This design comes from an exercise in tuning for small area on the open sky130 flow, not from production work. Only simulation tests tie the RTL to the original design; equivalence was not proved. In every run shown here, the design's own scripts or RTL, not TritonCTS, make the clock network. The clock port is modelled as an ideal driver, which makes a skipped or thinned clock tree look cheaper than it is; a real chip needs a root buffer or a tree. Power and IR drop assume default switching activity.

===== flow/design.v =====
module KFSDRAM (
    input   logic               sdram_clock,
    input   logic               sdram_reset,
    input   logic   [24:0]      address,
    input   logic   [9:0]       access_num,
    input   logic   [15:0]      data_in,
    output  logic   [15:0]      data_out,
    input   logic               write_request,
    input   logic               read_request,
    output  logic               write_flag,
    output  logic               read_flag,
    output  logic               idle,
    output  logic   [12:0]      sdram_address,
    output  logic               sdram_cke,
    output  logic               sdram_cs,
    output  logic               sdram_ras,
    output  logic               sdram_cas,
    output  logic               sdram_we,
    output  logic   [1:0]       sdram_ba,
    input   logic   [15:0]      sdram_dq_in,
    output  logic   [15:0]      sdram_dq_out,
    output  logic               sdram_dq_io
);
    localparam logic [3:0] P_R    = 4'b0000;
    localparam logic [3:0] P_INIT = 4'b0001;
    localparam logic [3:0] P_SEQI = 4'b0010;
    localparam logic [3:0] P_IDLE = 4'b0011;
    localparam logic [9:0] LF_CLR  = 10'b0010111100;
    localparam logic [9:0] LF_INIT = 10'b0011010110;
    logic   [3:0]   ph;
    logic   [3:0]   ph_n;
    logic   [9:0]   k;
    logic   [9:0]   kp;
    logic   [9:0]   lf;
    logic   [15:0]  dq;
    logic   pR, pINIT, pSEQI, pIDLE, pSEQF, pSEQ, pCMD, pTAIL, tw;
    logic   tail_pre, tail_end, idl, req, ones9, due, last, cbr, act, wcmd, adv;
    logic   [9:0]   col;
    assign pR    = (ph == P_R);
    assign pINIT = (ph == P_INIT);
    assign pSEQI = (ph == P_SEQI);
    assign pIDLE = (ph == P_IDLE);
    assign pSEQF = ph[3] & ~ph[1] & ~ph[0];
    assign pSEQ  = ph[3] & ~ph[1] &  ph[0];
    assign pCMD  = ph[3] &  ph[1] & ~ph[0];
    assign pTAIL = ph[3] &  ph[1] &  ph[0];
    assign tw    = ph[2];
    assign tail_pre = pTAIL & (tw ? (k[1] & ~k[0]) : (k[2] & k[0]));
    assign tail_end = pTAIL & (tw ? (k[1] &  k[0]) : (k[2] & k[1]));
    assign idl  = pIDLE | tail_end;
    assign req  = write_request | read_request | due;
    assign ones9 = &lf[8:0];
    assign due  = lf[9] & ones9;
    logic   [10:0]  ic;
    assign ic[0] = ~pINIT | due;
    for (genvar i = 0; i < 10; i++) begin : g_inc
        assign kp[i]    = k[i] ^ ic[i];
        assign ic[i+1]  = k[i] & ic[i];
    end
    assign last = (kp == access_num);
    assign cbr  = (pSEQI & ((k[3:0] == 4'd2) | (k[3:0] == 4'd7)))
                | (pSEQF & k[0] & ~k[1]);
    assign act  = pSEQ & k[0] & ~k[1] & ~k[2];
    assign wcmd = pCMD & tw;
    always_comb begin
        ph_n = ph;
        adv  = 1'b0;
        if (pR) begin
            ph_n = P_INIT;
            adv  = 1'b1;
        end
        if (pINIT & due & k[3] & k[2] & k[0]) begin
            ph_n = P_SEQI;
            adv  = 1'b1;
        end
        if (pSEQI & k[3] & k[2]) begin
            ph_n = P_IDLE;
            adv  = 1'b1;
        end
        if (idl) begin
            ph_n = req ? {1'b1, write_request, 1'b0, write_request | read_request} : P_IDLE;
            adv  = 1'b1;
        end
        if (pSEQF & k[2]) begin
            ph_n = P_IDLE;
            adv  = 1'b1;
        end
        if (pSEQ & k[2] & k[1]) begin
            ph_n = {1'b1, tw, 2'b10};
            adv  = 1'b1;
        end
        if (pCMD & last) begin
            ph_n = {1'b1, tw, 2'b11};
            adv  = 1'b1;
        end
    end
    always_ff @(posedge sdram_clock, posedge sdram_reset) begin
        if (sdram_reset)
            ph <= P_R;
        else
            ph <= ph_n;
    end
    always_ff @(posedge sdram_clock) begin
        k <= adv ? 10'd0 : kp;
        if (pR)
            lf <= LF_INIT;
        else if (cbr | (pINIT & due))
            lf <= LF_CLR;
        else
            lf <= {lf[8:0], ~(lf[9] ^ lf[6]) | ones9};
        dq <= data_in;
    end
    always_ff @(posedge sdram_clock, posedge sdram_reset) begin
        if (sdram_reset)
            data_out <= 16'd0;
        else
            data_out <= sdram_dq_in;
    end
    logic   [10:0]  cy;
    assign cy[0] = 1'b0;
    for (genvar i = 0; i < 10; i++) begin : g_col
        assign col[i]   = address[i] ^ k[i] ^ cy[i];
        assign cy[i+1]  = (address[i] & k[i]) | (address[i] & cy[i]) | (k[i] & cy[i]);
    end
    always_comb begin
        sdram_address = 13'd0;
        if (act)
            sdram_address = address[22:10];
        else if (pCMD)
            sdram_address[9:0] = col;
        else if (pSEQI & (k[3] & k[2]))
            sdram_address[9:0] = 10'h030;
        if ((pSEQI & (k[3:1] == 3'd0)) | tail_pre | tail_end)
            sdram_address[10] = 1'b1;
    end
    assign sdram_ba     = (act | pCMD) ? address[24:23] : 2'd0;
    assign sdram_cke    = ~pR;
    assign sdram_cs     = pR;
    assign sdram_ras    = ~((pSEQI & ((k[3:0] == 4'd0) | (k[3] & k[2]))) | cbr | act | tail_pre);
    assign sdram_cas    = ~(cbr | (pSEQI & k[3] & k[2]) | pCMD);
    assign sdram_we     = ~((pSEQI & ((k[3:0] == 4'd0) | (k[3] & k[2]))) | wcmd | tail_pre);
    assign sdram_dq_io  = ~wcmd;
    assign sdram_dq_out = dq & {16{wcmd}};
    assign idle         = idl;
    assign write_flag   = tw & ((pSEQ & k[2] & k[1]) | (pCMD & ~last));
    assign read_flag    = ~tw & ((pCMD & (|k[9:2]))
                               | (pTAIL & ~k[2] & ((|access_num[9:2])
                                                  | (k[1] & access_num[1])
                                                  | ((k[1] | access_num[1]) & k[0] & access_num[0]))));
endmodule

===== flow/flow/run.sh =====
#!/bin/bash
# The standard layout (standard.sh: unchanged synthesis and ORFS steps), with two changes:
#  - every I/O port still gets its own buffer, but the smallest buffer cell (buf_1);
#  - clock tree: flow/cts_hook.tcl (sourced by ORFS as PRE_CTS_TCL) builds a balanced
#    two-level tree (port -> one root buffer -> one buffer per group of at most
#    CTS_GROUP nearby flip-flops) in place of TritonCTS.
# All tool output goes to flow_make.log here (ORFS keeps per-step logs under orfs/logs).
set -euo pipefail
export BUFFER_PORTS_ARGS="-buffer_cell sky130_fd_sc_hd__buf_1"
export PRE_CTS_TCL="$(pwd)/flow/cts_hook.tcl"
export CTS_GROUP=14
export CTS_LEAF=sky130_fd_sc_hd__clkbuf_8
export CTS_BIG=sky130_fd_sc_hd__clkbuf_16
bash standard.sh > flow_make.log 2>&1

===== flow/flow/cts_hook.tcl =====
# Sourced by ORFS cts.tcl as PRE_CTS_TCL. Replaces TritonCTS with a small
# two-level clock buffering: the clock port drives one root buffer, which
# drives one leaf buffer per group of nearby flip-flops (groups of at most
# CTS_GROUP sinks, split by recursive bisection so they are balanced).
# Every register gets the same number of buffers on its clock path.
rename clock_tree_synthesis _unused_clock_tree_synthesis

proc _cts_split {items k} {
  # items: list of {pin x y}; split into k groups by recursive bisection
  if {$k <= 1} { return [list $items] }
  set xs [lmap i $items {lindex $i 1}]
  set ys [lmap i $items {lindex $i 2}]
  set dx [expr {[tcl::mathfunc::max {*}$xs] - [tcl::mathfunc::min {*}$xs]}]
  set dy [expr {[tcl::mathfunc::max {*}$ys] - [tcl::mathfunc::min {*}$ys]}]
  set idx [expr {$dx >= $dy ? 1 : 2}]
  set sorted [lsort -real -index $idx $items]
  set k1 [expr {$k / 2}]
  set k2 [expr {$k - $k1}]
  set n [llength $sorted]
  set cut [expr {int(round(double($n) * $k1 / $k))}]
  return [concat [_cts_split [lrange $sorted 0 [expr {$cut - 1}]] $k1] \
                 [_cts_split [lrange $sorted $cut end] $k2]]
}

proc _cts_centroid {items} {
  set sx 0.0; set sy 0.0
  foreach i $items { set sx [expr {$sx + [lindex $i 1]}]; set sy [expr {$sy + [lindex $i 2]}] }
  set n [llength $items]
  return [list [expr {$sx / $n}] [expr {$sy / $n}]]
}

proc _cts_buffer {block cell name loc} {
  set dbu [$block getDbUnitsPerMicron]
  set inst [odb::dbInst_create $block [[ord::get_db] findMaster $cell] $name]
  $inst setLocation [expr {int([lindex $loc 0] * $dbu)}] [expr {int([lindex $loc 1] * $dbu)}]
  $inst setPlacementStatus PLACED
  return $inst
}

proc clock_tree_synthesis {args} {
  set group_max 10
  if {[info exists ::env(CTS_GROUP)]} { set group_max $::env(CTS_GROUP) }
  set leaf_cell sky130_fd_sc_hd__clkbuf_4
  if {[info exists ::env(CTS_LEAF)]} { set leaf_cell $::env(CTS_LEAF) }
  set big_cell sky130_fd_sc_hd__clkbuf_8
  if {[info exists ::env(CTS_BIG)]} { set big_cell $::env(CTS_BIG) }
  set root_cell sky130_fd_sc_hd__clkbuf_2
  set block [ord::get_db_block]
  set dbu [$block getDbUnitsPerMicron]
  set clk [lindex [all_clocks] 0]
  set port [lindex [get_property $clk sources] 0]
  set dbnet [[$block findBTerm [get_full_name $port]] getNet]
  set netname [$dbnet getName]
  set items {}
  foreach it [$dbnet getITerms] {
    set bb [[$it getInst] getBBox]
    lappend items [list $it \
      [expr {([$bb xMin] + [$bb xMax]) / 2.0 / $dbu}] \
      [expr {([$bb yMin] + [$bb yMax]) / 2.0 / $dbu}]]
  }
  set n [llength $items]
  set k [expr {($n + $group_max - 1) / $group_max}]
  puts "cts_hook: $n clock sinks in $k groups"
  set leaves {}
  set g 0
  foreach grp [_cts_split $items $k] {
    set loc [_cts_centroid $grp]
    set inst [_cts_buffer $block $leaf_cell clkleaf_$g $loc]
    set out [odb::dbNet_create $block clknet_leaf_$g]
    $out setSigType CLOCK
    foreach i $grp {
      set it [lindex $i 0]
      $it disconnect
      $it connect $out
    }
    [$inst findITerm A] connect $dbnet
    [$inst findITerm X] connect $out
    lappend leaves [list $inst {*}$loc]
    incr g
  }
  set root [_cts_buffer $block $root_cell clkroot [_cts_centroid $leaves]]
  set out [odb::dbNet_create $block clknet_root]
  $out setSigType CLOCK
  foreach l $leaves {
    set it [[lindex $l 0] findITerm A]
    $it disconnect
    $it connect $out
  }
  [$root findITerm A] connect $dbnet
  [$root findITerm X] connect $out
  set_propagated_clock [all_clocks]
  estimate_parasitics -placement
  # upsize a leaf whose sinks see a slow clock edge
  foreach inst [get_cells clkleaf_*] {
    set onet [get_nets -of_objects [get_pins -of_objects $inst -filter "direction==output"]]
    set worst 0.0
    foreach p [get_pins -of_objects $onet -filter "direction==input"] {
      set s [get_property $p slew_max]
      if {$s > $worst} { set worst $s }
    }
    puts "cts_hook: [get_full_name $inst] worst sink slew $worst"
    if {$worst > 0.095} {
      replace_cell $inst $big_cell
      puts "cts_hook: [get_full_name $inst] -> $big_cell"
    }
  }
  estimate_parasitics -placement
}

===== flow/standard.sh =====
#!/bin/bash
# synth_recipe.tcl (not shown) runs the flow's synth.tcl, then flattens the netlist and writes it again
# the make line also repeats each setting of config.mk as NAME=value (left out here)
make -C /OpenROAD-flow-scripts/flow DESIGN_CONFIG=/design/flow/config.mk WORK_HOME=/design/flow/orfs CLKGATE_MAP_FILE= SYNTH_SCRIPT=/design/flow/synth_recipe.tcl "${@:-finish}"

===== flow/config.mk =====
export PLATFORM = sky130hd
export DESIGN_NAME = KFSDRAM
export DESIGN_NICKNAME = KFSDRAM
export VERILOG_FILES = /design/flow/design.v
export SDC_FILE = /design/flow/constraint.sdc
export NUM_CORES = 4
export LEC_CHECK = 0
export CAP_MARGIN = 20
export CORE_MARGIN = 2
export CORE_UTILIZATION = 40
export SLEW_MARGIN = 20

===== flow/constraint.sdc =====
create_clock -name core_clock -period 10.0 [get_ports {sdram_clock}]
set_input_delay 2.0000 -clock core_clock [delete_from_list [all_inputs] [get_ports {sdram_clock}]]
set_output_delay 2.0000 -clock core_clock [all_outputs]
set_load 0.01 [all_outputs]

==> summary.txt, run 1 <==
# placed instances=484; area leader, netlist=dfxtp_1; CP Cell Sequence=buf_1, ha_1, inv_1, fa_1, fa_1, fa_1, inv_1, fa_1, fa_1, inv_1, fa_1, fa_1, fa_1, xnor2_1, xnor2_1, o21ai_0, buf_1; postcts setup bufs=0; RD Place Congestion=0.805; Yosys Warn Count=1; critical path peak fanout=1; Layout Cells excl Fill=489; Pleak=1.37 nW; Synth area leaders=dfxtp_1, dfrtp_1, fa_1; post-placement cell area=3340 µm²; peak supply drop=0.000108 V; count leader, synth=dfxtp_1; Syn Area/Cell=10.1 µm²; Setup-failing EPs final=0; # DRC=0; Post-synth ARST share=0.357; CP max stage delay=0.40 ns; CP Data Arrival Time=5.64 ns; Layout fillers=696; pin count of the biggest net entering global routing=27; FMAX=131 MHz; Reg power frac=0.450; Clk Latency, worst-skew pair=0.41 ns; Synthesized Nets=369; Die Wd=88.2 µm; met1 Resource Use GR=0.259; Sum Neg Setup Slack=0 ns; clk slew on worst S/H paths=0.08 ns; TritonRoute pass-1 iters=4; grt met2 use=0.269; Die Height=88.2 µm; 1st-iter DRT viols=126; Critical Path Source Type=input pin; row cnt=30; final hold vios=0; vias in the first global route=2209; RSZ-0062 raised after global routing=false; Antenna diodes=0; nets=484; Unique masters post-synth=50; Max-Cap Viols=0; result of the run=timing/DRC/antenna clean; synth cell count leaders=dfxtp_1, nand2_1, dfrtp_1, inv_1, and3_1; CTS Hold Bufs=0; vias=2465; fin crit share=0.764; first-pass GRT wire length=10.9 mm; combinational power share=0.402; clock power share=0.148; post-DR wirelength/cell=14.6 µm; prevailing post-synth register cell=dfxtp_1; Slew @ Worst Pin=1.09 ns; post-synthesis sequential area ratio=0.431; Mapped Area=2830 µm²; drt via density=5.04; I/O Pins=127; Largest delay share family, worst path=adder cells; Most Frequent Cell on Critical Path=fa_1; total global routing overflow=0; dpl hpwl=5.37 mm; Switch Pwr=0.316 mW; Post-synth EDFFs=0; max-slew violations=0; final WL=7.14 mm; layout cells sized above 1=0.0662; Most Crowded Layer GR=met2; top-area cell type share of the netlist area=0.254; fin crit period=7.64 ns; Buf/Inv on CP=5; overall power=0.775 mW; slowest stage cell on the critical path=fa_1; internal cell power=0.459 mW; Seq cells post-synth=56; Starting Density=0.415; required time of the worst setup path=8.00 ns; Worst Setup End Kind=primary output; gr usage total=0.170; die area=7770 µm²; final instance area=3410 µm²; hold_ws=0.455 ns; CP Class=input pin to primary output; clk_skew=0.0116 ns; Hold Crit Class=flop to flop; port bufs=126; antenna violation net count after detailed routing=0; Power Dens Cells=228 nW/µm²; Slew HR=0.269; met3 Usage GRT=0.0160; synthesized instance count=280; Switching Share=0.408; core area=6830 µm²; initial antenna violation count=0; synth-to-layout area growth=20.2%; post-CTS resize count=0
## layer usage
metal  wire length [µm]  share of wire  up-vias
met5                  0              0        -
met2               3150           0.44       82
li1                   -              -     1227
met1               3460           0.48     1145
met4                 80          0.011        0
met3                447          0.063       11
## metrics by stage
step	setup WS (ns)	util
2_1_floorplan	2.65	-
3_3_place_gp	2.47	0.488
3_5_place_dp	2.35	0.488
4_1_cts	2.34	0.499
5_1_grt	2.11	0.499
6_report	2.36	0.499
## cells by family after synthesis
kind of cell	after synthesis	synth area share
muxes	2	0.00751
adders and majority gates	18	0.101
buffers and inverters	40	0.0636
DFF	56	0.431
xor gates and xnor gates	15	0.0512
AOI/OAI and AO/OA	50	0.145
and+or+nand+nor	99	0.201
## final cells by class
type / count / area, µm² / area share
buffer: 5 / 71.3 / 0.0209
inverter: 22 / 82.6 / 0.0242
multi-input combinational: 184 / 1440 / 0.422
sequential: 56 / 1220 / 0.358
tap: 96 / 120 / 0.0353
timing repair buffer: 126 / 473 / 0.139
## path summary, 6_finish.rpt
path | slack, ns | start | cells after the start | end
min in group asynchronous | 1.68 | sdram_reset | 2 | data_out[6]$_DFF_PP0_
worst max-delay path | 2.36 | address[0] | 17 | sdram_address[9]
worst min-delay path | 0.46 | lf[1]$_SDFF_PP1_ | 1 | lf[2]$_SDFF_PP1_
worst max register to register | 5.40 | ph[2]$_DFFE_PP0P_ | 15 | ph[0]$_DFFE_PP0P_
worst min register to register | 0.46 | lf[1]$_SDFF_PP1_ | 1 | lf[2]$_SDFF_PP1_
max in group asynchronous | 7.83 | sdram_reset | 2 | ph[0]$_DFFE_PP0P_
## flip-flops by register name (all words and copies together) (netlist names)
register  cells
lf           10
ph            4
k            10
dq           16
data_out     16
## cell usage in the layout (no fill, tap or decap), types with 11 or more instances in the layout
master	count
and3_1	17
o211ai_2	11
nand2_1	22
inv_1	20
buf_1	126
dfrtp_1	20
o21ai_1	11
nor4_1	14
dfxtp_1	36
xnor2_1	13
## power groups by stage
stage	clock network [mW]	registers [mW]	logic (mW)
2_1_floorplan	0	0.303	0.281
3_3_place_gp	0	0.351	0.307
3_5_place_dp	0	0.353	0.313
4_1_cts	0.119	0.348	0.314
5_1_grt	0.128	0.357	0.351
6_report	0.115	0.349	0.312
==> run 2: changes to the inputs <==
==> flow/flow/run.sh (replaced) <==
#!/bin/bash
# The standard layout (standard.sh, ORFS steps unchanged) with these changes:
#  - synthesis: the standard flow's synthesis script, but ABC maps with flow/abc.script (area);
#  - every I/O port still gets its own buffer, but the smallest buffer cell (buf_1);
#  - clock tree: flow/cts_hook.tcl (sourced by ORFS as PRE_CTS_TCL) builds a balanced
#    two-level tree (port -> one root buffer -> one buffer per group of at most
#    CTS_GROUP nearby flip-flops) in place of TritonCTS.
# All tool output goes to flow_make.log here (ORFS keeps per-step logs under orfs/logs).
set -euo pipefail
W="$(pwd)"
orig=$(grep -o 'SYNTH_SCRIPT=[^ ]*' standard.sh | head -1 | cut -d= -f2)
export FLOW_SYNTH_SCRIPT="$orig"
export MY_ABC_SCRIPT="$W/flow/abc.script"
sed "s|SYNTH_SCRIPT=[^ ]*|SYNTH_SCRIPT=$W/flow/synth_wrap.tcl|" standard.sh > my_standard.sh
export BUFFER_PORTS_ARGS="-buffer_cell sky130_fd_sc_hd__buf_1"
export PRE_CTS_TCL="$W/flow/cts_hook.tcl"
export CTS_GROUP=14
export CTS_LEAF=sky130_fd_sc_hd__clkbuf_8
export CTS_BIG=sky130_fd_sc_hd__clkbuf_16
bash my_standard.sh > flow_make.log 2>&1
==> flow/flow/abc.script (new file) <==
&get -n
&st
&dch -f
&nf -a
&put
==> flow/flow/synth_wrap.tcl (new file) <==
# Synthesis wrapper: the standard flow's own synthesis script (FLOW_SYNTH_SCRIPT, which runs ORFS
# synth.tcl unchanged, flattens and renames) with one change: ABC maps the
# combinational logic with flow/abc.script (area-oriented) instead of ORFS's speed
# script. Registers are not touched by ABC, so they keep the standard names and cells.
proc abc {args} {
  set i [lsearch -exact $args -script]
  if {$i >= 0} { lset args [expr {$i + 1}] $::env(MY_ABC_SCRIPT) }
  yosys abc {*}$args
}
source $::env(FLOW_SYNTH_SCRIPT)
==> run 2 against run 1 <==
Effect of this change:
- still clean on timing, DRC and antenna
- sequential share of layout area is 2.9 points higher
- total power is 51% lower
- worst hold slack worse by 0.024 ns
- register-to-register slack better by 0.17 ns
- routed wire length is 16% lower
- via count is 9.5% lower
- critical path type unchanged
- largest power group unchanged
==> summary.txt, run 2 <==
result of the run=timing/DRC/antenna clean; Setup-failing EPs final=0; Power Dens Cells=119 nW/µm²; post-DR wirelength/cell=13.3 µm; total global routing overflow=0; fin crit period=7.52 ns; Sum Neg Setup Slack=0 ns; post-CTS resize count=0; Mapped Area=2490 µm²; CP Data Arrival Time=5.52 ns; Clk Latency, worst-skew pair=0.39 ns; largest registers=data_out x16, dq x16; 1st-iter DRT viols=92; CTS Hold Bufs=0; Worst Setup End Kind=primary output; overall power=0.376 mW; first-pass GRT wire length=10.2 mm; Slew HR=0.406; Synthesized Nets=333; worst flop-to-flop path startpoint=ph[2]$_DFFE_PP0P_; die area=6860 µm²; critical path peak fanout=1; nets=468; # DRC=0; Syn Area/Cell=10.2 µm²; Seq cells post-synth=56; commonest non-fill, non-tap cell in the layout=buf_1; core area=5960 µm²; hold path start=lf[5]$_SDFF_PP0_; TritonRoute pass-1 iters=4; Most Frequent Cell on Critical Path=fa_1; top-area cell type share of the netlist area=0.290; Die Height=82.9 µm; clk_skew=0.0123 ns; pin count of the biggest net entering global routing=27; CP max stage delay=0.39 ns; Yosys Warn Count=1; Hold Crit Depth=2; Worst Hold End=lf[6]$_SDFF_PP1_; antenna violation net count after detailed routing=0; I/O Pins=127; FMAX=133 MHz; Starting Density=0.418; synth-to-layout area growth=26.7%; reg2reg end=k[3]$_SDFF_PP0_; CP Class=input pin to primary output; met3 WL post-DR=464 µm; M1 WL=2.78 mm; Post-synth EDFFs=0; fin util=0.529; uppermost layer routed=met4; gr usage total=0.172; max-slew violations=0; count leader, synth=dfxtp_1; post-synthesis sequential area ratio=0.491; clk slew on worst S/H paths=0.08 ns; layout cells sized above 1=0.0186; final WL=6.02 mm; Antenna diodes=0; commonest cells after routing, fill and taps aside=buf_1, dfxtp_1, and3_1, clkinv_1, dfrtp_1; area leader, netlist=dfxtp_1; Post-synth ARST share=0.357; Met2 Routed Length=2.70 mm; Layout fillers=576; postcts setup bufs=0; slowest stage cell on the critical path=fa_1; port bufs=126; row cnt=28; Unique masters post-synth=37; Synth area leaders=dfxtp_1, dfrtp_1, fa_1; peak supply drop=0.0000781 V; Slew @ Worst Pin=0.892 ns; fin crit share=0.752; Reg2Reg Depth=18; Worst R2R Setup Slack=5.57 ns; Max-Cap Viols=0; final hold vios=0; Critical Path Source Type=input pin; Hold Crit Class=flop to flop; vias in the first global route=2108; RD Place Congestion=0.785; Pleak=1.29 nW; initial antenna violation count=0; Die Wd=82.9 µm; RSZ-0062 raised after global routing=false; synth cell count leaders=dfxtp_1, and3_1, clkinv_1, dfrtp_1, nand2_1; prevailing post-synth register cell=dfxtp_1; CP Cell Sequence=buf_1, ha_1, clkinv_1, fa_1, fa_1, fa_1, clkinv_1, fa_1, fa_1, clkinv_1, fa_1, fa_1, fa_1, xnor2_1, o21ai_0, buf_1; required time of the worst setup path=8.00 ns; vias=2232; dpl hpwl=4.79 mm; drt via density=4.94; synthesized instance count=244
run 2: area by class of cell:
type                       count  area [µm²]  share of cell area
sequential                    56        1220               0.387
timing repair buffer         128         488               0.155
multi-input combinational    168        1190               0.378
buffer                         5        82.6              0.0262
inverter                      20        75.1              0.0238
tap                           75        93.8              0.0298
run 2: metal layers:
layer,global-route usage,vias to the layer above
li1,-,1124
met1,0.259,1008
met2,0.271,92
met3,0.0249,8
met4,0.0268,0
met5,0,-
run 2: metrics by stage:
stage	worst slack [ns]	instances	hold WS, ns	cell area, µm²
5_1_grt	2.29	452	0.453	3150
4_1_cts	2.46	452	0.430	3150
2_1_floorplan	2.72	244	0.410	2490
6_report	2.48	452	0.431	3150
3_3_place_gp	2.52	447	0.430	3070
3_5_place_dp	2.46	447	0.437	3070
run 2: power breakdown:
part	internal [mW]	total (mW)	leakage (nW)	switching (mW)
combinational	0.0115	0.0245	0.715	0.0129
clock	0.0553	0.119	0.0432	0.0641
sequential	0.231	0.232	0.534	0.00141
total	0.298	0.376	1.29	0.0784
run 2: worst max-delay path by stage:
stage          startpoint  slack [ns]          endpoint  cells past startpoint
5_1_grt        address[0]        2.29  sdram_address[9]                     16
4_1_cts        address[0]        2.46  sdram_address[9]                     16
3_5_place_dp   address[0]        2.46  sdram_address[9]                     16
6_report       address[0]        2.48  sdram_address[9]                     16
2_1_floorplan  address[0]        2.72  sdram_address[9]                     14
3_3_place_gp   address[0]        2.52  sdram_address[9]                     16
run 2: logic make-up after synthesis:
family	count (synthesis)	synth area share
adders and majority gates	18	0.115
AOI/OAI and AO/OA	36	0.0946
DFF	56	0.491
muxes	1	0.00453
buffers and inverters	20	0.0302
and+or+nand+nor	98	0.212
xor gates and xnor gates	15	0.0528
run 2: critical path, delay by kind of cell:
kind / cells / cell delay (ns)
AOI/OAI and AO/OA: 1 / 0.13
xor gates and xnor gates: 1 / 0.13
adders and majority gates: 9 / 2.79
buffers and inverters: 5 / 0.46
==> run 3: changes to the inputs <==
--- a/flow/flow/run.sh
+++ b/flow/flow/run.sh
@@ -3,7 +3,8 @@
 #  - synthesis: the standard flow's synthesis script, but ABC maps with flow/abc.script (area);
 #  - every I/O port still gets its own buffer, but the smallest buffer cell (buf_1);
 #  - clock tree: flow/cts_hook.tcl (sourced by ORFS as PRE_CTS_TCL) builds a balanced
-#    two-level tree (port -> one root buffer -> one buffer per group of at most
+#    tree (port -> [one root buffer if more than 4 groups] -> one buffer, sized for slew,
+#    per group of at most
 #    CTS_GROUP nearby flip-flops) in place of TritonCTS.
 # All tool output goes to flow_make.log here (ORFS keeps per-step logs under orfs/logs).
 set -euo pipefail
@@ -15,6 +16,4 @@
 export BUFFER_PORTS_ARGS="-buffer_cell sky130_fd_sc_hd__buf_1"
 export PRE_CTS_TCL="$W/flow/cts_hook.tcl"
 export CTS_GROUP=14
-export CTS_LEAF=sky130_fd_sc_hd__clkbuf_8
-export CTS_BIG=sky130_fd_sc_hd__clkbuf_16
 bash my_standard.sh > flow_make.log 2>&1
--- a/flow/flow/cts_hook.tcl
+++ b/flow/flow/cts_hook.tcl
@@ -1,6 +1,6 @@
 # Sourced by ORFS cts.tcl as PRE_CTS_TCL. Replaces TritonCTS with a small
-# two-level clock buffering: the clock port drives one root buffer, which
-# drives one leaf buffer per group of nearby flip-flops (groups of at most
+# clock buffering: the clock port drives (through one root buffer when there are more than
+# four groups) one leaf buffer per group of nearby flip-flops (groups of at most
 # CTS_GROUP sinks, split by recursive bisection so they are balanced).
 # Every register gets the same number of buffers on its clock path.
 rename clock_tree_synthesis _unused_clock_tree_synthesis
@@ -40,10 +40,11 @@
 proc clock_tree_synthesis {args} {
   set group_max 10
   if {[info exists ::env(CTS_GROUP)]} { set group_max $::env(CTS_GROUP) }
-  set leaf_cell sky130_fd_sc_hd__clkbuf_4
-  if {[info exists ::env(CTS_LEAF)]} { set leaf_cell $::env(CTS_LEAF) }
-  set big_cell sky130_fd_sc_hd__clkbuf_8
-  if {[info exists ::env(CTS_BIG)]} { set big_cell $::env(CTS_BIG) }
+  set leaf_cells {sky130_fd_sc_hd__clkbuf_2 sky130_fd_sc_hd__clkbuf_4 sky130_fd_sc_hd__clkbuf_8 sky130_fd_sc_hd__clkbuf_16}
+  set leaf_cell [lindex $leaf_cells end]
+  set slew_target 0.110
+  if {[info exists ::env(CTS_SLEW)]} { set slew_target $::env(CTS_SLEW) }
+  set max_direct 4
   set root_cell sky130_fd_sc_hd__clkbuf_2
   set block [ord::get_db_block]
   set dbu [$block getDbUnitsPerMicron]
@@ -78,31 +79,33 @@
     lappend leaves [list $inst {*}$loc]
     incr g
   }
-  set root [_cts_buffer $block $root_cell clkroot [_cts_centroid $leaves]]
-  set out [odb::dbNet_create $block clknet_root]
-  $out setSigType CLOCK
-  foreach l $leaves {
-    set it [[lindex $l 0] findITerm A]
-    $it disconnect
-    $it connect $out
+  if {[llength $leaves] > $max_direct} {
+    set root [_cts_buffer $block $root_cell clkroot [_cts_centroid $leaves]]
+    set out [odb::dbNet_create $block clknet_root]
+    $out setSigType CLOCK
+    foreach l $leaves {
+      set it [[lindex $l 0] findITerm A]
+      $it disconnect
+      $it connect $out
+    }
+    [$root findITerm A] connect $dbnet
+    [$root findITerm X] connect $out
   }
-  [$root findITerm A] connect $dbnet
-  [$root findITerm X] connect $out
   set_propagated_clock [all_clocks]
   estimate_parasitics -placement
-  # upsize a leaf whose sinks see a slow clock edge
   foreach inst [get_cells clkleaf_*] {
     set onet [get_nets -of_objects [get_pins -of_objects $inst -filter "direction==output"]]
-    set worst 0.0
-    foreach p [get_pins -of_objects $onet -filter "direction==input"] {
-      set s [get_property $p slew_max]
-      if {$s > $worst} { set worst $s }
+    foreach cell $leaf_cells {
+      replace_cell $inst $cell
+      estimate_parasitics -placement
+      set worst 0.0
+      foreach p [get_pins -of_objects $onet -filter "direction==input"] {
+        set s [get_property $p slew_max]
+        if {$s > $worst} { set worst $s }
+      }
+      if {$worst <= $slew_target} { break }
     }
-    puts "cts_hook: [get_full_name $inst] worst sink slew $worst"
-    if {$worst > 0.095} {
-      replace_cell $inst $big_cell
-      puts "cts_hook: [get_full_name $inst] -> $big_cell"
-    }
+    puts "cts_hook: [get_full_name $inst] $cell worst sink slew $worst"
   }
   estimate_parasitics -placement
 }
--- a/flow/config.mk
+++ b/flow/config.mk
@@ -5,7 +5,7 @@
 export SDC_FILE = /design/flow/constraint.sdc
 export NUM_CORES = 4
 export LEC_CHECK = 0
-export CAP_MARGIN = 20
+export CAP_MARGIN = 0
 export CORE_MARGIN = 2
 export CORE_UTILIZATION = 40
-export SLEW_MARGIN = 20
+export SLEW_MARGIN = 0
==> run 3 against run 2 <==
Effect of this change:
- routed wire length is 0.17% higher
- sequential power is essentially flat
- total power shrank 7.6%
- largest cell class unchanged
- sequential cell count unchanged
- worst setup slack is essentially flat
- die area unchanged
==> summary.txt, run 3 <==
dpl hpwl=4.79 mm; xor/xnor cell area share of the yosys netlist=0.0528; RSZ-0062 raised after global routing=false; mux contribution to synthesized area=0.00453; final WL=6.03 mm; Most Frequent Cell on Critical Path=fa_1; Yosys Warn Count=1; CP Data Arrival Time=5.52 ns; post-synthesis compound-gate area fraction=0.0946; Reg2Reg Depth=18; largest family of logic cells by synthesized area=simple AND/OR/NAND/NOR gates; critical path peak fanout=1; Hold Crit Class=flop to flop; Largest delay share family, worst path=adder cells; WP depth=16; Mapped Area=2490 µm²; # DRC=0; met1 Resource Use GR=0.255; fin crit period=7.52 ns; fin crit share=0.752; total global routing overflow=0; post-synthesis adder-cell area fraction=0.115; Slew @ Worst Pin=0.882 ns; 1st-iter DRT viols=110; grt met2 use=0.276; top-area cell type share of the netlist area=0.290; synthesized instance count=244; CP Cell Sequence=buf_1, ha_1, clkinv_1, fa_1, fa_1, fa_1, clkinv_1, fa_1, fa_1, clkinv_1, fa_1, fa_1, fa_1, xnor2_1, o21ai_0, buf_1; Multi-input gate area=1190 µm²; commonest non-fill, non-tap cell in the layout=buf_1; Critical Path Source Type=input pin; prevailing post-synth register cell=dfxtp_1; Die Height=82.9 µm; row cnt=28; pin count of the biggest net entering global routing=27; final hold vios=0; Seq cells post-synth=56; core area=5960 µm²; required time of the worst setup path=8.00 ns; TritonRoute pass-1 iters=4; Worst Setup End Kind=primary output; Most Crowded Layer GR=met2; CTS Hold Bufs=0; sequential cell area=1220 µm²; simple-gate share of the synthesized area=0.212; area leader, netlist=dfxtp_1; Pleak=1.28 nW; synth cell count leaders=dfxtp_1, and3_1, clkinv_1, dfrtp_1, nand2_1; count leader, synth=dfxtp_1; gr usage total=0.172; port bufs=126; I/O Pins=127; Max-Cap Viols=0; commonest cells after routing, fill and taps aside=buf_1, dfxtp_1, and3_1, clkinv_1, dfrtp_1; max-slew violations=0; RD Place Congestion=0.785; layout cells sized above 1=0.0160; die area=6860 µm²; drt via density=4.95; post-synthesis sequential area ratio=0.491; post-CTS resize count=0; antenna violation net count after detailed routing=0; initial antenna violation count=0; Setup-failing EPs final=0; postcts setup bufs=0; Buf/Inv on CP=5; Slew HR=0.412; clk_skew=0.0118 ns; Hold Crit Depth=1; CP Class=input pin to primary output; Starting Density=0.418; largest registers=data_out x16, dq x16; result of the run=timing/DRC/antenna clean; hold_ws=0.443 ns; FMAX=133 MHz; Post-synth ARST share=0.357; Layout fillers=581; Syn Area/Cell=10.2 µm²; synth-to-layout area growth=25.6%; Clk Latency, worst-skew pair=0.15 ns; CP max stage delay=0.39 ns; first-pass GRT wire length=10.1 mm; Die Wd=82.9 µm; Unique masters post-synth=37; met3 Usage GRT=0.0219; post-DR wirelength/cell=13.4 µm; Sum Neg Setup Slack=0 ns; Synth area leaders=dfxtp_1, dfrtp_1, fa_1; nets=467; vias=2232; peak supply drop=0.0000784 V; Power Dens Cells=111 nW/µm²; Post-synth EDFFs=0; Antenna diodes=0; Synthesized Nets=333; slowest stage cell on the critical path=fa_1; vias in the first global route=2109; clk slew on worst S/H paths=0.09 ns
-- run 3: path summary, 6_finish.rpt --
path,startpoint,end,slack (ns)
worst max-delay path,address[0],sdram_address[9],2.48
worst min-delay path,lf[1]$_SDFF_PP1_,lf[2]$_SDFF_PP1_,0.44
worst max register to register,ph[2]$_DFFE_PP0P_,k[6]$_SDFF_PP0_,5.57
worst min register to register,lf[1]$_SDFF_PP1_,lf[2]$_SDFF_PP1_,0.44
max in group asynchronous,sdram_reset,data_out[2]$_DFF_PP0_,7.83
min in group asynchronous,sdram_reset,ph[3]$_DFFE_PP0P_,1.83
-- run 3: cells by family after synthesis --
| logic type | count (synthesis) |
|---|---|
| flops | 56 |
| buf+inv | 20 |
| xor+xnor | 15 |
| mux | 1 |
| simple gates | 98 |
| compound gates | 36 |
| fa+ha+maj | 18 |
-- run 3: metal layers --
metal  part of all wire  vias up
met3              0.070       10
met5                  0        -
met4              0.016        0
li1                   -     1118
met1               0.47     1020
met2               0.45       84
-- run 3: final cells by class --
| type | instances | area share |
|---|---|---|
| Buffer | 4 | 0.0176 |
| Inverter | 20 | 0.0240 |
| Multi-Input combinational cell | 168 | 0.381 |
| Sequential cell | 56 | 0.391 |
| Tap cell | 75 | 0.0300 |
| Timing Repair Buffer | 128 | 0.156 |
-- run 3: where the power goes --
part | leakage (nW) | switching [mW] | internal (mW)
Combinational | 0.715 | 0.0129 | 0.0115
Sequential | 0.534 | 0.00141 | 0.231
Clock | 0.0288 | 0.0543 | 0.0368
Total | 1.28 | 0.0686 | 0.279
-- run 3: through the flow --
stage               setup slack, ns  cell area [µm²]  total power, mW  utilization  instances
CTS                            2.46             3120            0.354        0.525        451
detailed placement             2.46             3070            0.262        0.515        447
global route                   2.29             3120            0.367        0.525        451
finish                         2.48             3120            0.348        0.525        451
global placement               2.52             3070            0.261        0.515        447
floorplan                      2.72             2490            0.247            -        244
==> run 4: changes to the inputs <==
--- a/flow/config.mk
+++ b/flow/config.mk
@@ -5,7 +5,8 @@
 export SDC_FILE = /design/flow/constraint.sdc
 export NUM_CORES = 4
 export LEC_CHECK = 0
-export CAP_MARGIN = 0
+export CAP_MARGIN = 20
 export CORE_MARGIN = 2
 export CORE_UTILIZATION = 40
-export SLEW_MARGIN = 0
+export GPL_TIMING_DRIVEN = 0
+export SLEW_MARGIN = 20
==> run 4 against run 3 <==
Effect of this change:
- via count is 2.2% lower
- maximum frequency barely moved
- global-route usage rose by 0.63 points
- sequential power about the same
- routed wire length increased by 1.9%
- combinational power barely moved
- design area about the same
==> summary.txt, run 4 <==
Synthesized Nets=333; post-synthesis compound-gate area fraction=0.0946; Layout fillers=600; Worst R2R Setup Slack=5.46 ns; hold path start=lf[0]$_SDFF_PP0_; Hold Crit Class=flop to flop; count leader, synth=dfxtp_1; reg2reg end=ph[3]$_DFFE_PP0P_; pin count of the biggest net entering global routing=27; dpl ws=2.46 ns; TritonRoute pass-1 iters=4; nets=466; gr usage total=0.178; required time of the worst setup path=8.00 ns; post-synthesis sequential area ratio=0.491; post-DR wirelength/cell=13.7 µm; largest registers=data_out x16, dq x16; critical path peak fanout=1; Yosys Warn Count=1; synthesized instance count=244; Setup-failing EPs final=0; xor/xnor cell area share of the yosys netlist=0.0528; die area=6860 µm²; Seq cells post-synth=56; commonest non-fill, non-tap cell in the layout=buf_1; Pleak=1.28 nW; FMAX=133 MHz; initial antenna violation count=0; Mapped Area=2490 µm²; Slew @ Worst Pin=0.884 ns; Worst Hold End=lf[1]$_SDFF_PP1_; first-pass GRT wire length=10.4 mm; prevailing post-synth register cell=dfxtp_1; area leader, netlist=dfxtp_1; layout cells sized above 1=0.0187; top-area cell type share of the netlist area=0.290; post-synthesis adder-cell area fraction=0.115; Clk Latency, worst-skew pair=0.15 ns; Die Height=82.9 µm; mux contribution to synthesized area=0.00453; Max-Cap Viols=0; fin crit period=7.52 ns; Synth area leaders=dfxtp_1, dfrtp_1, fa_1; Starting Density=0.418; row cnt=28; Power Dens Cells=111 nW/µm²; max-slew violations=0; final instance area=3130 µm²; dpl hpwl=4.89 mm; result of the run=timing/DRC/antenna clean; Critical Path Source Type=input pin; Unique masters post-synth=37; port bufs=126; clk_skew=0.0122 ns; Hold Crit Depth=2; I/O Pins=127; antenna violation net count after detailed routing=0; Syn Area/Cell=10.2 µm²; vias=2182; total global routing overflow=0; RD Place Congestion=0.778; Slew HR=0.411; Reg2Reg Depth=17; Sum Neg Setup Slack=0 ns; vias in the first global route=2146; postcts setup bufs=0; post-placement cell area=3070 µm²; post-CTS resize count=0; drt via density=4.85; synth-to-layout area growth=25.7%; Post-synth ARST share=0.357; CP Data Arrival Time=5.52 ns; RSZ-0062 raised after global routing=false; CTS Hold Bufs=0; # DRC=0; commonest cells after routing, fill and taps aside=buf_1, dfxtp_1, and3_1, clkinv_1, dfrtp_1; peak supply drop=0.0000904 V; largest family of logic cells by synthesized area=simple AND/OR/NAND/NOR gates; PnR worst setup slack=2.48 ns; CP Class=input pin to primary output; synth cell count leaders=dfxtp_1, and3_1, clkinv_1, dfrtp_1, nand2_1; Die Wd=82.9 µm; clk slew on worst S/H paths=0.09 ns; worst flop-to-flop path startpoint=ph[2]$_DFFE_PP0P_; 1st-iter DRT viols=98; Antenna diodes=0; Worst Setup End Kind=primary output; sequential cell area=1220 µm²; Post-synth EDFFs=0; final WL=6.15 mm; Multi-input gate area=1200 µm²; final hold vios=0; core area=5960 µm²; simple-gate share of the synthesized area=0.212; fin crit share=0.752
[run 4: changes by cell type in the layout (fill, tap and decap cells not counted)]
| cell | delta |
|---|---|
| a211oi_2 | +1 |
| a211oi_1 | -1 |
| buf_4 | -1 |
| nor3_1 | -1 |
| nor3_2 | +1 |
[run 4: cell families (layout without fill, tap and decap cells)]
logic type                 Yosys count  after routing
muxes                                1              1
DFF                                 56             56
xor gates and xnor gates            15             15
AOI/OAI and AO/OA                   36             36
and+or+nand+nor                     98             98
buffers and inverters               20            151
adders and majority gates           18             18
[run 4: critical path, cell delays in order]
cell and delay (ns):
buf_1 0.09, ha_1 0.16, clkinv_1 0.07, fa_1 0.38
fa_1 0.39, fa_1 0.37, clkinv_1 0.06, fa_1 0.17
fa_1 0.18, clkinv_1 0.07, fa_1 0.38, fa_1 0.38
fa_1 0.38, xnor2_1 0.13, o21ai_0 0.13, buf_1 0.16
[run 4: through the flow]
stage          utilization  hold slack [ns]  power, mW  std cells
2_1_floorplan            -            0.410      0.247        244
3_3_place_gp         0.513            0.423      0.261        445
3_5_place_dp         0.516            0.432      0.262        446
4_1_cts              0.525            0.450      0.353        450
5_1_grt              0.525            0.489      0.366        450
6_report             0.525            0.446      0.348        450
[run 4: cell type report]
class / instances / share of cell area
sequential: 56 / 0.391
multi-input combinational: 168 / 0.384
timing repair buffer: 127 / 0.154
tap: 75 / 0.0300
inverter: 20 / 0.0240
buffer: 4 / 0.0176
[run 4: per-layer routing]
layer  wire length, µm  track usage  up-vias
li1                  -            -     1107
met1              2810        0.261      984
met3               452       0.0209        6
met4                42       0.0149        0
met5                 0            0        -
met2              2840        0.298       85
[run 4: worst max path at each step]
| stage | end | slack [ns] | cells past startpoint | startpoint |
|---|---|---|---|---|
| 2_1_floorplan | sdram_address[9] | 2.72 | 14 | address[0] |
| 3_3_place_gp | sdram_address[9] | 2.48 | 16 | address[0] |
| 3_5_place_dp | sdram_address[9] | 2.46 | 16 | address[0] |
| 4_1_cts | sdram_address[9] | 2.45 | 16 | address[0] |
| 5_1_grt | sdram_address[9] | 2.32 | 16 | address[0] |
| 6_report | sdram_address[9] | 2.48 | 16 | address[0] |
[run 4: power breakdown]
part | internal [mW] | total (mW) | leakage [nW] | switching (mW)
Sequential | 0.231 | 0.232 | 0.534 | 0.00140
Combinational | 0.0114 | 0.0243 | 0.717 | 0.0128
Clock | 0.0368 | 0.0914 | 0.0288 | 0.0545
==> run 5: changes to the inputs <==
--- a/flow/config.mk
+++ b/flow/config.mk
@@ -8,5 +8,4 @@
 export CAP_MARGIN = 20
 export CORE_MARGIN = 2
 export CORE_UTILIZATION = 40
-export GPL_TIMING_DRIVEN = 0
 export SLEW_MARGIN = 20
==> run 5 against run 4 <==
Effect of this change:
- core utilization about the same
- first-iteration DRC count up 12%
- sequential cell count unchanged
- largest power group unchanged
- synthesized cell count did not move
- clock power hardly changed
- design area hardly changed
- total power barely moved
- register-to-register slack gained 0.11 ns
- critical endpoint unchanged
- routed wire length fell by 1.9%
==> summary.txt, run 5 <==
result of the run=timing/DRC/antenna clean; Synthesized Nets=333; prevailing post-synth register cell=dfxtp_1; synthesized instance count=244; clk_skew=0.0118 ns; Switch Pwr=0.0686 mW; Reg power frac=0.668; Mapped Area=2490 µm²; largest registers=data_out x16, dq x16; dpl ws=2.46 ns; final hold vios=0; Power Dens Cells=111 nW/µm²; RD Place Congestion=0.785; Most Crowded Layer GR=met2; Worst Setup End Kind=primary output; WP depth=16; Hold Crit Depth=1; synth-to-layout area growth=25.6%; nets=467; worst flop-to-flop path startpoint=ph[2]$_DFFE_PP0P_; Die Wd=82.9 µm; first-pass GRT wire length=10.1 mm; Starting Density=0.418; total global routing overflow=0; Sum Neg Setup Slack=0 ns; top-area cell type share of the netlist area=0.290; Setup crit end=sdram_address[9]; met3 Usage GRT=0.0219; CP Class=input pin to primary output; dpl hpwl=4.79 mm; combinational power share=0.070; vias=2232; grt met2 use=0.276; gr usage total=0.172; Pleak=1.28 nW; final WL=6.03 mm; core area=5960 µm²; post-CTS resize count=0; Slew HR=0.412; Critical Path Source Type=input pin; port bufs=126; antenna violation net count after detailed routing=0; CTS Hold Bufs=0; met1 Resource Use GR=0.255; count leader, synth=dfxtp_1; RSZ-0062 raised after global routing=false; fin util=0.525; fin crit period=7.52 ns; Die Height=82.9 µm; Worst R2R Setup Slack=5.57 ns; Unique masters post-synth=37; CP Data Arrival Time=5.52 ns; max-slew violations=0; TritonRoute pass-1 iters=4; Most Frequent Cell on Critical Path=fa_1; initial antenna violation count=0; postcts setup bufs=0; reg2reg end=k[6]$_SDFF_PP0_; Buf/Inv on CP=5; required time of the worst setup path=8.00 ns; slowest stage cell on the critical path=fa_1; Syn Area/Cell=10.2 µm²; critical path peak fanout=1; Seq cells post-synth=56; area leader, netlist=dfxtp_1; synth cell count leaders=dfxtp_1, and3_1, clkinv_1, dfrtp_1, nand2_1; Post-synth ARST share=0.357; internal cell power=0.279 mW; Clk Latency, worst-skew pair=0.15 ns; crit path launch=address[0]; Reg2Reg Depth=18; I/O Pins=127; drt via density=4.95; Synth area leaders=dfxtp_1, dfrtp_1, fa_1; commonest cells after routing, fill and taps aside=buf_1, dfxtp_1, and3_1, clkinv_1, dfrtp_1; Post-synth EDFFs=0; clk slew on worst S/H paths=0.09 ns; vias in the first global route=2109; Largest delay share family, worst path=adder cells; # DRC=0; post-DR wirelength/cell=13.4 µm; CP Cell Sequence=buf_1, ha_1, clkinv_1, fa_1, fa_1, fa_1, clkinv_1, fa_1, fa_1, clkinv_1, fa_1, fa_1, fa_1, xnor2_1, o21ai_0, buf_1; peak supply drop=0.0000784 V; Slew @ Worst Pin=0.882 ns; Antenna diodes=0; Switching Share=0.197; PnR worst setup slack=2.48 ns; clock power share=0.262; Yosys Warn Count=1; fin crit share=0.752; CP max stage delay=0.39 ns; 1st-iter DRT viols=110; FMAX=133 MHz; post-synthesis sequential area ratio=0.491; Hold Crit Class=flop to flop; Setup-failing EPs final=0; layout cells sized above 1=0.0160; Max-Cap Viols=0; row cnt=28; pin count of the biggest net entering global routing=27; die area=6860 µm²; commonest non-fill, non-tap cell in the layout=buf_1
-- run 5: cell counts after synthesis --
Identical to the previous run, type by type.
-- run 5: power by group through the flow --
stage                     logic, mW  registers (mW)  clock network [mW]
final                        0.0244           0.232              0.0911
after global routing         0.0278           0.233               0.106
after CTS                    0.0250           0.232              0.0964
after detailed placement     0.0249           0.237                   0
after global placement       0.0243           0.237                   0
after floorplan             0.00777           0.239                   0
-- run 5: worst min-delay path by stage --
| stage | startpoint | end | slack (ns) |
|---|---|---|---|
| floorplan | lf[3]$_SDFF_PP0_ | lf[4]$_SDFF_PP1_ | 0.41 |
| global placement | lf[1]$_SDFF_PP1_ | lf[2]$_SDFF_PP1_ | 0.43 |
| detailed placement | lf[5]$_SDFF_PP0_ | lf[6]$_SDFF_PP1_ | 0.44 |
| CTS | lf[1]$_SDFF_PP1_ | lf[2]$_SDFF_PP1_ | 0.46 |
| global route | lf[0]$_SDFF_PP0_ | lf[1]$_SDFF_PP1_ | 0.49 |
| finish | lf[1]$_SDFF_PP1_ | lf[2]$_SDFF_PP1_ | 0.44 |
-- run 5: cell type report --
type	instances	area, µm²
plain buffers	4	55.1
fillers	581	2830
flip-flops and latches	56	1220
inverters	20	75.1
well taps	75	93.8
multi-input cells	168	1190
repair buffers	128	488
-- run 5: per-stage QoR --
| stage | std cells | total power [mW] | instance area [µm²] | hold slack [ns] |
|---|---|---|---|---|
| finish | 451 | 0.348 | 3120 | 0.443 |
| global route | 451 | 0.367 | 3120 | 0.488 |
| CTS | 451 | 0.354 | 3120 | 0.460 |
| detailed placement | 447 | 0.262 | 3070 | 0.437 |
| global placement | 447 | 0.261 | 3070 | 0.430 |
| floorplan | 244 | 0.247 | 2490 | 0.410 |
-- run 5: logic make-up (layout without fill, tap and decap cells) --
group	after synthesis	after routing	share of synthesized area
AOI/OAI and AO/OA	36	36	0.0946
muxes	1	1	0.00453
buffers and inverters	20	152	0.0302
adders and majority gates	18	18	0.115
xor gates and xnor gates	15	15	0.0528
and+or+nand+nor	98	98	0.212
DFF	56	56	0.491
-- run 5: routing by layer --
layer	vias up	wire length [µm]
met4	0	97
met5	-	0
li1	1118	-
met1	1020	2810
met3	10	425
met2	84	2700
==> run 6: changes to the inputs <==
--- a/flow/design.v
+++ b/flow/design.v
@@ -23,8 +23,8 @@
 );
     localparam logic [3:0] P_R    = 4'b0000;
     localparam logic [3:0] P_INIT = 4'b0001;
-    localparam logic [3:0] P_SEQI = 4'b0010;
-    localparam logic [3:0] P_IDLE = 4'b0011;
+    localparam logic [3:0] P_SEQI = 4'b0011;
+    localparam logic [3:0] P_IDLE = 4'b0010;
     localparam logic [9:0] LF_CLR  = 10'b0010111100;
     localparam logic [9:0] LF_INIT = 10'b0011010110;
     logic   [3:0]   ph;
@@ -42,8 +42,8 @@
     assign pIDLE = (ph == P_IDLE);
     assign pSEQF = ph[3] & ~ph[1] & ~ph[0];
     assign pSEQ  = ph[3] & ~ph[1] &  ph[0];
-    assign pCMD  = ph[3] &  ph[1] & ~ph[0];
-    assign pTAIL = ph[3] &  ph[1] &  ph[0];
+    assign pCMD  = ph[3] &  ph[1] &  ph[0];
+    assign pTAIL = ph[3] &  ph[1] & ~ph[0];
     assign tw    = ph[2];
     assign tail_pre = pTAIL & (tw ? (k[1] & ~k[0]) : (k[2] & k[0]));
     assign tail_end = pTAIL & (tw ? (k[1] &  k[0]) : (k[2] & k[1]));
@@ -62,37 +62,20 @@
                 | (pSEQF & k[0] & ~k[1]);
     assign act  = pSEQ & k[0] & ~k[1] & ~k[2];
     assign wcmd = pCMD & tw;
+    logic step, go, rest;
+    assign step = pR | (pINIT & due & k[3] & k[2] & k[0]) | (pSEQI & k[3] & k[2])
+                | (pSEQ & k[2] & k[1]) | (pCMD & last);
+    assign go   = idl & req;
+    assign rest = (idl & ~req) | (pSEQF & k[2]);
+    assign adv  = step | idl | (pSEQF & k[2]);
     always_comb begin
         ph_n = ph;
-        adv  = 1'b0;
-        if (pR) begin
-            ph_n = P_INIT;
-            adv  = 1'b1;
-        end
-        if (pINIT & due & k[3] & k[2] & k[0]) begin
-            ph_n = P_SEQI;
-            adv  = 1'b1;
-        end
-        if (pSEQI & k[3] & k[2]) begin
+        if (step)
+            ph_n[1:0] = {ph[0], ~ph[1]};
+        if (go)
+            ph_n = {1'b1, write_request, 1'b0, write_request | read_request};
+        if (rest)
             ph_n = P_IDLE;
-            adv  = 1'b1;
-        end
-        if (idl) begin
-            ph_n = req ? {1'b1, write_request, 1'b0, write_request | read_request} : P_IDLE;
-            adv  = 1'b1;
-        end
-        if (pSEQF & k[2]) begin
-            ph_n = P_IDLE;
-            adv  = 1'b1;
-        end
-        if (pSEQ & k[2] & k[1]) begin
-            ph_n = {1'b1, tw, 2'b10};
-            adv  = 1'b1;
-        end
-        if (pCMD & last) begin
-            ph_n = {1'b1, tw, 2'b11};
-            adv  = 1'b1;
-        end
     end
     always_ff @(posedge sdram_clock, posedge sdram_reset) begin
         if (sdram_reset)
==> run 6 against run 5 <==
Effect of this change:
- worst setup slack improved by 0.028 ns
- still clean
- design area hardly changed
- critical path type unchanged
- first-iteration DRC count shrank 11%
- total power is 0.63% lower
- sequential cell count did not move
- sequential power barely moved
- maximum frequency rose by 0.38%
- synthesized area barely moved
- core utilization barely moved
==> summary.txt, run 6 <==
Worst Setup End Kind=primary output; Synth area leaders=dfxtp_1, dfrtp_1, fa_1; Die Wd=82.9 µm; row cnt=28; area leader, netlist=dfxtp_1; xor/xnor cell area share of the yosys netlist=0.0528; Unique masters post-synth=37; fin crit share=0.749; Critical Path Source Type=input pin; post-synthesis compound-gate area fraction=0.0890; Mapped Area=2490 µm²; largest family of logic cells by synthesized area=simple AND/OR/NAND/NOR gates; CP Class=input pin to primary output; die area=6870 µm²; Yosys Warn Count=1; post-placement cell area=3070 µm²; max-slew violations=0; required time of the worst setup path=8.00 ns; largest registers=data_out x16, dq x16; # DRC=0; antenna violation net count after detailed routing=0; commonest cells after routing, fill and taps aside=buf_1, dfxtp_1, clkinv_1, dfrtp_1, and3_1; commonest non-fill, non-tap cell in the layout=buf_1; fin util=0.524; postcts setup bufs=0; synth cell count leaders=dfxtp_1, clkinv_1, dfrtp_1; total global routing overflow=0; final hold vios=0; slowest stage cell on the critical path=fa_1; Syn Area/Cell=10.5 µm²; result of the run=timing/DRC/antenna clean; Die Height=82.9 µm; post-synthesis adder-cell area fraction=0.115; synth-to-layout area growth=25.5%; PnR worst setup slack=2.51 ns; RSZ-0062 raised after global routing=false; Post-synth ARST share=0.357; nets=461; critical path peak fanout=1; final instance area=3120 µm²; Clk Latency, worst-skew pair=0.15 ns; FMAX=134 MHz; mux contribution to synthesized area=0.0136; core area=5960 µm²; layout cells sized above 1=0.0162; CP max stage delay=0.40 ns; Pleak=1.27 nW; Max-Cap Viols=0; # placed instances=441; CTS Hold Bufs=0; port bufs=126; overall power=0.345 mW; Setup-failing EPs final=0; vias=2173; Layout fillers=570; TritonRoute pass-1 iters=4; initial antenna violation count=0; prevailing post-synth register cell=dfxtp_1; gr usage total=0.167; I/O Pins=127; top-area cell type share of the netlist area=0.290; drt via density=4.88; Slew @ Worst Pin=0.804 ns; post-CTS resize count=0; Hold Crit Class=flop to flop; clk_skew=0.0141 ns; simple-gate share of the synthesized area=0.209; Power Dens Cells=111 nW/µm²; dpl hpwl=4.75 mm; Layout Cells excl Fill=445; pin count of the biggest net entering global routing=26; Seq cells post-synth=56; clk slew on worst S/H paths=0.08 ns; fin crit period=7.49 ns; vias in the first global route=2114; Slew HR=0.464; first-pass GRT wire length=9.97 mm; post-DR wirelength/cell=13.2 µm; Antenna diodes=0; RD Place Congestion=0.833; dpl ws=2.51 ns; Synthesized Nets=327; Most Frequent Cell on Critical Path=fa_1; peak supply drop=0.0000997 V; Sum Neg Setup Slack=0 ns; CP Cell Sequence=buf_1, ha_1, clkinv_1, fa_1, fa_1, fa_1, clkinv_1, fa_1, fa_1, clkinv_1, fa_1, fa_1, clkinv_1, fa_1, a22o_1, buf_1; CP Data Arrival Time=5.49 ns; hold_ws=0.449 ns; Post-synth EDFFs=0; count leader, synth=dfxtp_1; Starting Density=0.418; 1st-iter DRT viols=98; post-synthesis sequential area ratio=0.491; final WL=5.87 mm; synthesized instance count=238
-- run 6: cells by family (layout without fill, tap and decap cells) --
kind of cell / after synthesis / in the layout
simple gates: 93 / 93
xor+xnor: 15 / 15
fa+ha+maj: 18 / 18
mux: 3 / 3
buf+inv: 20 / 152
compound gates: 33 / 33
flops: 56 / 56
-- run 6: path summary, 6_finish.rpt --
| check | start | to | slack, ns | cells past startpoint |
|---|---|---|---|---|
| worst max register to register | ph[2]$_DFFE_PP0P_ | ph[0]$_DFFE_PP0P_ | 5.32 | 18 |
| max in group asynchronous | sdram_reset | data_out[11]$_DFF_PP0_ | 7.83 | 2 |
| worst max-delay path | address[0] | sdram_address[8] | 2.51 | 16 |
| min in group asynchronous | sdram_reset | ph[3]$_DFFE_PP0P_ | 1.82 | 2 |
| worst min register to register | lf[1]$_SDFF_PP1_ | lf[2]$_SDFF_PP1_ | 0.45 | 1 |
| worst min-delay path | lf[1]$_SDFF_PP1_ | lf[2]$_SDFF_PP1_ | 0.45 | 1 |
-- run 6: critical path, delay by kind of cell --
| kind | cells | cell delay, ns |
|---|---|---|
| buffers and inverters | 6 | 0.48 |
| adders and majority gates | 9 | 2.80 |
| AOI/OAI and AO/OA | 1 | 0.21 |
-- run 6: layout make-up --
cell class                      instances  area, µm²  share of cell area
Buffer                                  4       55.1              0.0176
Sequential cell                        56       1220               0.391
Tap cell                               75       93.8              0.0300
Multi-Input combinational cell        162       1190               0.382
Inverter                               20       75.1              0.0240
Timing Repair Buffer                  128        485               0.155
-- run 6: routing by layer --
metal / up-vias / GRT usage / wire (µm)
met3: 7 / 0.0189 / 373
met2: 77 / 0.307 / 2920
met4: 0 / 0.0119 / 51
met5: - / 0 / 0
li1: 1094 / - / -
met1: 995 / 0.220 / 2530
-- run 6: power by group --
| group | leakage (nW) | total [mW] | internal (mW) | switching [mW] |
|---|---|---|---|---|
| logic | 0.704 | 0.0216 | 0.0100 | 0.0116 |
| clock network | 0.0288 | 0.0918 | 0.0369 | 0.0549 |
| registers | 0.538 | 0.232 | 0.231 | 0.00136 |
| total | 1.27 | 0.345 | 0.277 | 0.0679 |
==> run 7: changes to the inputs <==
==> flow/flow/abc.script (replaced) <==
strash
dch -f
amap
==> run 7 against run 6 <==
Effect of this change:
- critical path type unchanged
- clock power about the same
- first-iteration DRC count down 15%
- still clean on timing, DRC and antenna
- largest power group unchanged
- final cell count up 5.6%
- sequential cell count unchanged
- sequential share of layout area about the same
- die area down 0.95%
- clock skew down 0.0097 ns
- register-to-register slack better by 0.34 ns
- combinational power rose to 12 times the previous value
- design area down 0.12%
- worst hold slack worse by 0.0063 ns
- sequential power up 36%
==> summary.txt, run 7 <==
critical path peak fanout=1; Power Dens Cells=214 nW/µm²; antenna violation net count after detailed routing=0; port bufs=126; Post-synth EDFFs=0; drt via density=4.85; RSZ-0062 raised after global routing=false; CP Class=input pin to primary output; layout cells sized above 1=0.0228; synthesized instance count=262; dpl hpwl=4.87 mm; Starting Density=0.416; peak supply drop=0.000132 V; Unique masters post-synth=31; required time of the worst setup path=8.00 ns; Syn Area/Cell=9.40 µm²; fin crit period=7.44 ns; FMAX=134 MHz; Worst R2R Setup Slack=5.66 ns; Die Height=82.5 µm; Layout Cells excl Fill=470; reg2reg end=ph[1]$_DFFE_PP0P_; max-slew violations=0; first-pass GRT wire length=9.26 mm; Critical Path Source Type=input pin; Yosys Warn Count=1; post-synthesis compound-gate area fraction=0.126; Max-Cap Viols=0; worst flop-to-flop path startpoint=ph[2]$_DFFE_PP0P_; pin count of the biggest net entering global routing=21; total global routing overflow=0; count leader, synth=clkinv_1; Setup-failing EPs final=0; post-synthesis adder-cell area fraction=0.116; final WL=6.01 mm; Clk Latency, worst-skew pair=0.15 ns; Die Wd=82.5 µm; largest registers=data_out x16, dq x16; clk slew on worst S/H paths=0.09 ns; Hold Crit Depth=1; largest family of logic cells by synthesized area=simple AND/OR/NAND/NOR gates; Slew HR=0.493; Hold Crit Class=flop to flop; fin crit share=0.744; mux contribution to synthesized area=0; I/O Pins=127; post-DR wirelength/cell=12.8 µm; vias=2278; 1st-iter DRT viols=83; synth-to-layout area growth=26.6%; # placed instances=466; TritonRoute pass-1 iters=4; CP Data Arrival Time=5.44 ns; fin util=0.527; Sum Neg Setup Slack=0 ns; post-synthesis sequential area ratio=0.496; dpl ws=2.52 ns; core area=5920 µm²; die area=6800 µm²; Antenna diodes=0; PnR worst setup slack=2.56 ns; postcts setup bufs=0; prevailing post-synth register cell=dfxtp_1; Reg2Reg Depth=21; clk_skew=0.00445 ns; nets=486; final hold vios=0; Pleak=1.27 nW; commonest non-fill, non-tap cell in the layout=buf_1; initial antenna violation count=0; commonest cells after routing, fill and taps aside=buf_1, clkinv_1, dfxtp_1, nor2_1; Mapped Area=2460 µm²; # DRC=0; Post-synth ARST share=0.357; synth cell count leaders=clkinv_1, dfxtp_1, nor2_1; Worst Setup End Kind=primary output; Seq cells post-synth=56; RD Place Congestion=0.845; Synth area leaders=dfxtp_1, dfrtp_1, fa_1; CTS Hold Bufs=0; post-CTS resize count=0; row cnt=28; vias in the first global route=2000; simple-gate share of the synthesized area=0.199; area leader, netlist=dfxtp_1; xor/xnor cell area share of the yosys netlist=0.00356; top-area cell type share of the netlist area=0.293; result of the run=timing/DRC/antenna clean; Slew @ Worst Pin=0.757 ns; Worst Hold End=lf[4]$_SDFF_PP1_; Synthesized Nets=351; hold path start=lf[3]$_SDFF_PP0_; gr usage total=0.170
## run 7: metal layers
metal / track usage / vias up / part of all wire
met3: 0.0174 / 7 / 0.063
met4: 0.0183 / 0 / 0.0095
met1: 0.240 / 1015 / 0.44
li1: - / 1177 / -
met2: 0.291 / 79 / 0.48
met5: 0 / - / 0
## run 7: worst max-delay path, stage by stage
cell	delay, ns
buf_1	0.08
ha_1	0.15
clkinv_1	0.07
fa_1	0.37
fa_1	0.38
fa_1	0.37
clkinv_1	0.06
fa_1	0.16
fa_1	0.17
clkinv_1	0.07
fa_1	0.37
fa_1	0.37
clkinv_1	0.06
fa_1	0.40
a22o_1	0.21
buf_1	0.12
## run 7: worst max-delay path by stage
stage	startpoint	end	cells past startpoint
6_report	address[0]	sdram_address[8]	16
5_1_grt	address[0]	sdram_address[8]	16
4_1_cts	address[0]	sdram_address[8]	16
3_5_place_dp	address[0]	sdram_address[8]	16
3_3_place_gp	address[0]	sdram_address[8]	16
2_1_floorplan	address[0]	sdram_address[8]	14
## run 7: cell families after synthesis
group / after synthesis
compound gates: 50
simple gates: 98
xor+xnor: 1
fa+ha+maj: 18
buf+inv: 39
flops: 56
## run 7: stage by stage
stage / power, mW / area (µm²) / hold slack (ns)
6_report: 0.669 / 3120 / 0.443
5_1_grt: 0.730 / 3120 / 0.484
4_1_cts: 0.677 / 3120 / 0.445
3_5_place_dp: 0.585 / 3060 / 0.422
3_3_place_gp: 0.580 / 3060 / 0.421
2_1_floorplan: 0.487 / 2460 / 0.410
## run 7: power by group
group | switching, mW | internal, mW | total [mW]
combinational | 0.163 | 0.0996 | 0.262
sequential | 0.0456 | 0.269 | 0.315
clock | 0.0551 | 0.0368 | 0.0919
## run 7: final cells by class
type / count / area [µm²]
timing repair buffer: 129 / 495
fill: 624 / 2800
tap: 75 / 93.8
sequential: 56 / 1220
inverter: 39 / 146
buffer: 4 / 55.1
multi-input combinational: 167 / 1110

separate check: timing with driven ports:
The results above use ideal ports. As a check the final layouts listed here were re-extracted and re-timed, cells and wires unchanged. Step 1 (the two cells are an assumption about what drives the block):
set clk [get_ports {sdram_clock}]
set_driving_cell -lib_cell sky130_fd_sc_hd__clkbuf_16 $clk
set_driving_cell -lib_cell sky130_fd_sc_hd__buf_2 [delete_from_list [all_inputs] $clk]
Step 2, shift: input delay + t, output delay - t, t = (earliest + latest rising clock arrival at the registers) / 2. This alone moves slack from input paths to output paths. Slacks: no drivers / after step 1 / after step 2; pairs: no drivers / after step 1.
| run | t, ns | setup slack, ns | worst setup path after step 2 | worst slew at a driven data input, ns |
|---|---|---|---|---|
| run 1 | 0.434 | 2.361 / 2.338 / 2.338 | input to output | 0.05 |
| run 2 | 0.405 | 2.484 / 2.461 / 2.461 | input to output | 0.04 |
| run 3 | 0.195 | 2.483 / 2.461 / 2.461 | input to output | 0.04 |
| run 4 | 0.197 | 2.485 / 2.459 / 2.459 | input to output | 0.04 |
| run 5 | 0.195 | 2.483 / 2.461 / 2.461 | input to output | 0.04 |
| run 6 | 0.198 | 2.512 / 2.488 / 2.488 | input to output | 0.04 |
| run 7 | 0.199 | 2.562 / 2.536 / 2.536 | input to output | 0.04 |
After both steps setup and hold are still met in every run listed.
